From an optimization exercise on the open Yosys and OpenROAD flow, aimed at small area; shortcuts taken in it are not production practice. In this exercise RTL edits were held to simulation tests only and were not proved equivalent to the original.

## north
==> module bloom_filter_rtl, before the edit <==
module bloom_filter_rtl(
    input clock,
    input reset,
    input write,             
    input [7:0] hash1,       
    input [7:0] hash2,       
    output hit               
);
    reg  [254:0] fa_n;       
    reg  [255:1] fb_n;       
    reg          fs_n;       
    wire [15:0] a_lo_n, a_hi_n, b_lo_n, b_hi_n;
    bf_dec4n da_lo(hash1[3:0], a_lo_n);
    bf_dec4n da_hi(hash1[7:4], a_hi_n);
    bf_dec4n db_lo(hash2[3:0], b_lo_n);
    bf_dec4n db_hi(hash2[7:4], b_hi_n);
    wire write_n;
    c_inv iw(write, write_n);
    wire [15:0] wa_lo_n, wb_lo_n;
    genvar i;
    generate
        for (i = 0; i < 16; i = i + 1) begin : g_w
            c_or2 ua(a_lo_n[i], write_n, wa_lo_n[i]);
            c_or2 ub(b_lo_n[i], write_n, wb_lo_n[i]);
        end
    endgenerate
    wire [254:0] fa_d;
    wire [255:1] fb_d;
    generate
        for (i = 0; i < 255; i = i + 1) begin : g_a
            c_o22a u(fa_n[i], reset, wa_lo_n[i % 16], a_hi_n[i / 16], fa_d[i]);
        end
        for (i = 1; i < 256; i = i + 1) begin : g_b
            c_o22a u(fb_n[i], reset, wb_lo_n[i % 16], b_hi_n[i / 16], fb_d[i]);
        end
    endgenerate
    wire fs_a, fs_d;
    c_o22a us0(fs_n, reset, wa_lo_n[15], a_hi_n[15], fs_a);
    c_o21a us1(wb_lo_n[0], b_hi_n[0], fs_a, fs_d);
    always @(posedge clock) begin
        fa_n <= fa_d;
        fb_n <= fb_d;
        fs_n <= fs_d;
    end
    wire ha_n, hb_n;
    bf_rd256 ra({fs_n, fa_n}, a_lo_n, a_hi_n, ha_n);
    bf_rd256 rb({fb_n, fs_n}, b_lo_n, b_hi_n, hb_n);
    c_nor2 uh(ha_n, hb_n, hit);
endmodule
==> module bf_dec4n, before the edit <==
module bf_dec4n(input [3:0] x, output [15:0] y);
    wire [3:0] xn;
    genvar i;
    generate
        for (i = 0; i < 4; i = i + 1) begin : g_n
            c_inv u(x[i], xn[i]);
        end
        for (i = 0; i < 16; i = i + 1) begin : g
            c_nand4 u(i & 1 ? x[0] : xn[0], i & 2 ? x[1] : xn[1],
                      i & 4 ? x[2] : xn[2], i & 8 ? x[3] : xn[3], y[i]);
        end
    endgenerate
endmodule
Settings: LEC_CHECK=0, CAP_MARGIN=20, CORE_MARGIN=2, CORE_UTILIZATION=55, CTS_BUF_LIST=sky130_fd_sc_hd__clkbuf_8, CTS_CLUSTER_DIAMETER=80, CTS_CLUSTER_SIZE=16, PLACE_DENSITY=0.7, SLEW_MARGIN=20, SYNTH_HIERARCHICAL=1; clock period 10.0 ns.
standard.sh (not shown) runs the stock make flow with config.mk's settings and CLKGATE_MAP_FILE= SYNTH_SCRIPT=/design/flow/synth_recipe.tcl, a recipe that flattens the netlist after the stock synthesis.
==> flow/flow/run.sh <==
#!/bin/bash
# The standard layout (standard.sh: ORFS synthesis through finish), with
# two changes passed to ORFS through its own variables:
#  - clock tree synthesis with clkbuf_8 buffers, clusters of at most 16 sinks
#    within 80 um, and no dummy loads;
#  - input and output ports are buffered with buf_1 cells (repair may still
#    resize them).
# make's full output goes to standard.log here; ORFS writes each step's log
# under orfs/logs/.
set -euo pipefail
export CTS_ARGS="-sink_clustering_enable -repair_clock_nets -sink_clustering_size 16 -sink_clustering_max_diameter 80 -buf_list sky130_fd_sc_hd__clkbuf_8 -dont_use_dummy_load"
export BUFFER_PORTS_ARGS="-buffer_cell sky130_fd_sc_hd__buf_1"
bash standard.sh > standard.log 2>&1
Modified inputs, south compared to north
--- a/flow/design.v
+++ b/flow/design.v
@@ -2980,20 +2980,10 @@
     reg  [255:1] fb_n;       
     reg          fs_n;       
     wire [15:0] a_lo_n, a_hi_n, b_lo_n, b_hi_n;
-    bf_dec4n da_lo(hash1[3:0], a_lo_n);
-    bf_dec4n da_hi(hash1[7:4], a_hi_n);
-    bf_dec4n db_lo(hash2[3:0], b_lo_n);
-    bf_dec4n db_hi(hash2[7:4], b_hi_n);
-    wire write_n;
-    c_inv iw(write, write_n);
     wire [15:0] wa_lo_n, wb_lo_n;
+    bf_dec8n da(hash1, write, a_lo_n, wa_lo_n, a_hi_n);
+    bf_dec8n db(hash2, write, b_lo_n, wb_lo_n, b_hi_n);
     genvar i;
-    generate
-        for (i = 0; i < 16; i = i + 1) begin : g_w
-            c_or2 ua(a_lo_n[i], write_n, wa_lo_n[i]);
-            c_or2 ub(b_lo_n[i], write_n, wb_lo_n[i]);
-        end
-    endgenerate
     wire [254:0] fa_d;
     wire [255:1] fb_d;
     generate
@@ -3017,16 +3007,25 @@
     bf_rd256 rb({fb_n, fs_n}, b_lo_n, b_hi_n, hb_n);
     c_nor2 uh(ha_n, hb_n, hit);
 endmodule
-module bf_dec4n(input [3:0] x, output [15:0] y);
-    wire [3:0] xn;
+module bf_dec8n(input [7:0] x, input w, output [15:0] lo_n, output [15:0] wlo_n, output [15:0] hi_n);
+    wire [7:0] xn;
+    wire [3:0] p, q, wq, r, s;       
     genvar i;
     generate
-        for (i = 0; i < 4; i = i + 1) begin : g_n
+        for (i = 0; i < 8; i = i + 1) begin : g_n
             c_inv u(x[i], xn[i]);
         end
-        for (i = 0; i < 16; i = i + 1) begin : g
-            c_nand4 u(i & 1 ? x[0] : xn[0], i & 2 ? x[1] : xn[1],
-                      i & 4 ? x[2] : xn[2], i & 8 ? x[3] : xn[3], y[i]);
+        for (i = 0; i < 4; i = i + 1) begin : g_p
+            c_nor2 up(i & 1 ? xn[0] : x[0], i & 2 ? xn[1] : x[1], p[i]);
+            c_nor2 uq(i & 1 ? xn[2] : x[2], i & 2 ? xn[3] : x[3], q[i]);
+            c_and3 uw(w, i & 1 ? x[2] : xn[2], i & 2 ? x[3] : xn[3], wq[i]);
+            c_nor2 ur(i & 1 ? xn[4] : x[4], i & 2 ? xn[5] : x[5], r[i]);
+            c_nor2 us(i & 1 ? xn[6] : x[6], i & 2 ? xn[7] : x[7], s[i]);
+        end
+        for (i = 0; i < 16; i = i + 1) begin : g_o
+            c_nand2 ul(p[i % 4], q[i / 4], lo_n[i]);
+            c_nand2 uw(p[i % 4], wq[i / 4], wlo_n[i]);
+            c_nand2 uh(r[i % 4], s[i / 4], hi_n[i]);
         end
     endgenerate
 endmodule
@@ -3059,6 +3058,7 @@
 module c_nand2(input A, input B, output Y); assign Y = ~(A & B); endmodule
 module c_nor2(input A, input B, output Y); assign Y = ~(A | B); endmodule
 module c_or4(input A, input B, input C, input D, output X); assign X = A | B | C | D; endmodule
+module c_and3(input A, input B, input C, output X); assign X = A & B & C; endmodule
 module c_nand3(input A, input B, input C, output Y); assign Y = ~(A & B & C); endmodule
 module c_nand4(input A, input B, input C, input D, output Y); assign Y = ~(A & B & C & D); endmodule
 module c_and4(input A, input B, input C, input D, output X); assign X = A & B & C & D; endmodule
Results
Ran to the end and failed final checks on slew limit: south.
Count of cell instances traversed by the critical path on south is down relative to north.
Relative to north, global-route track usage on met1 decreased by 0.36 points in south.
south vs. north: count of placed standard cells in the final layout, fillers left out went up by 37.
Count of placed standard cells including taps in south vs north: up 1.1%
Relative to north, count of nets after finishing has increased by 35 in south.
Critical path data required time (higher): north

static timing again, ports no longer ideal:
Ports are ideal in the flow. The routed layouts listed here were re-timed in OpenROAD. Step 1 sets driving cells, clkbuf_16 on the clock port and buf_2 on the other inputs (assumed; they add their load-dependent delay and slew). Step 2 adds t to the input delays and takes it off the output delays; t is the mean of the earliest and latest rising clock arrival at the registers after step 1. Input paths then give back, and output paths get back, about the clock's delay inside the block. Slacks: ideal / step 1 / step 2; pairs: ideal / step 1.
run | t, ns | setup slack, ns | worst setup path at the end
north | 0.702 | 4.615 / 4.652 / 3.950 | input to register
south | 0.689 | 4.682 / 4.627 / 4.048 | input to register
For north, which loses most, drivers alone change the setup slack by +0.037 ns; drivers and shift together by -0.665 ns.
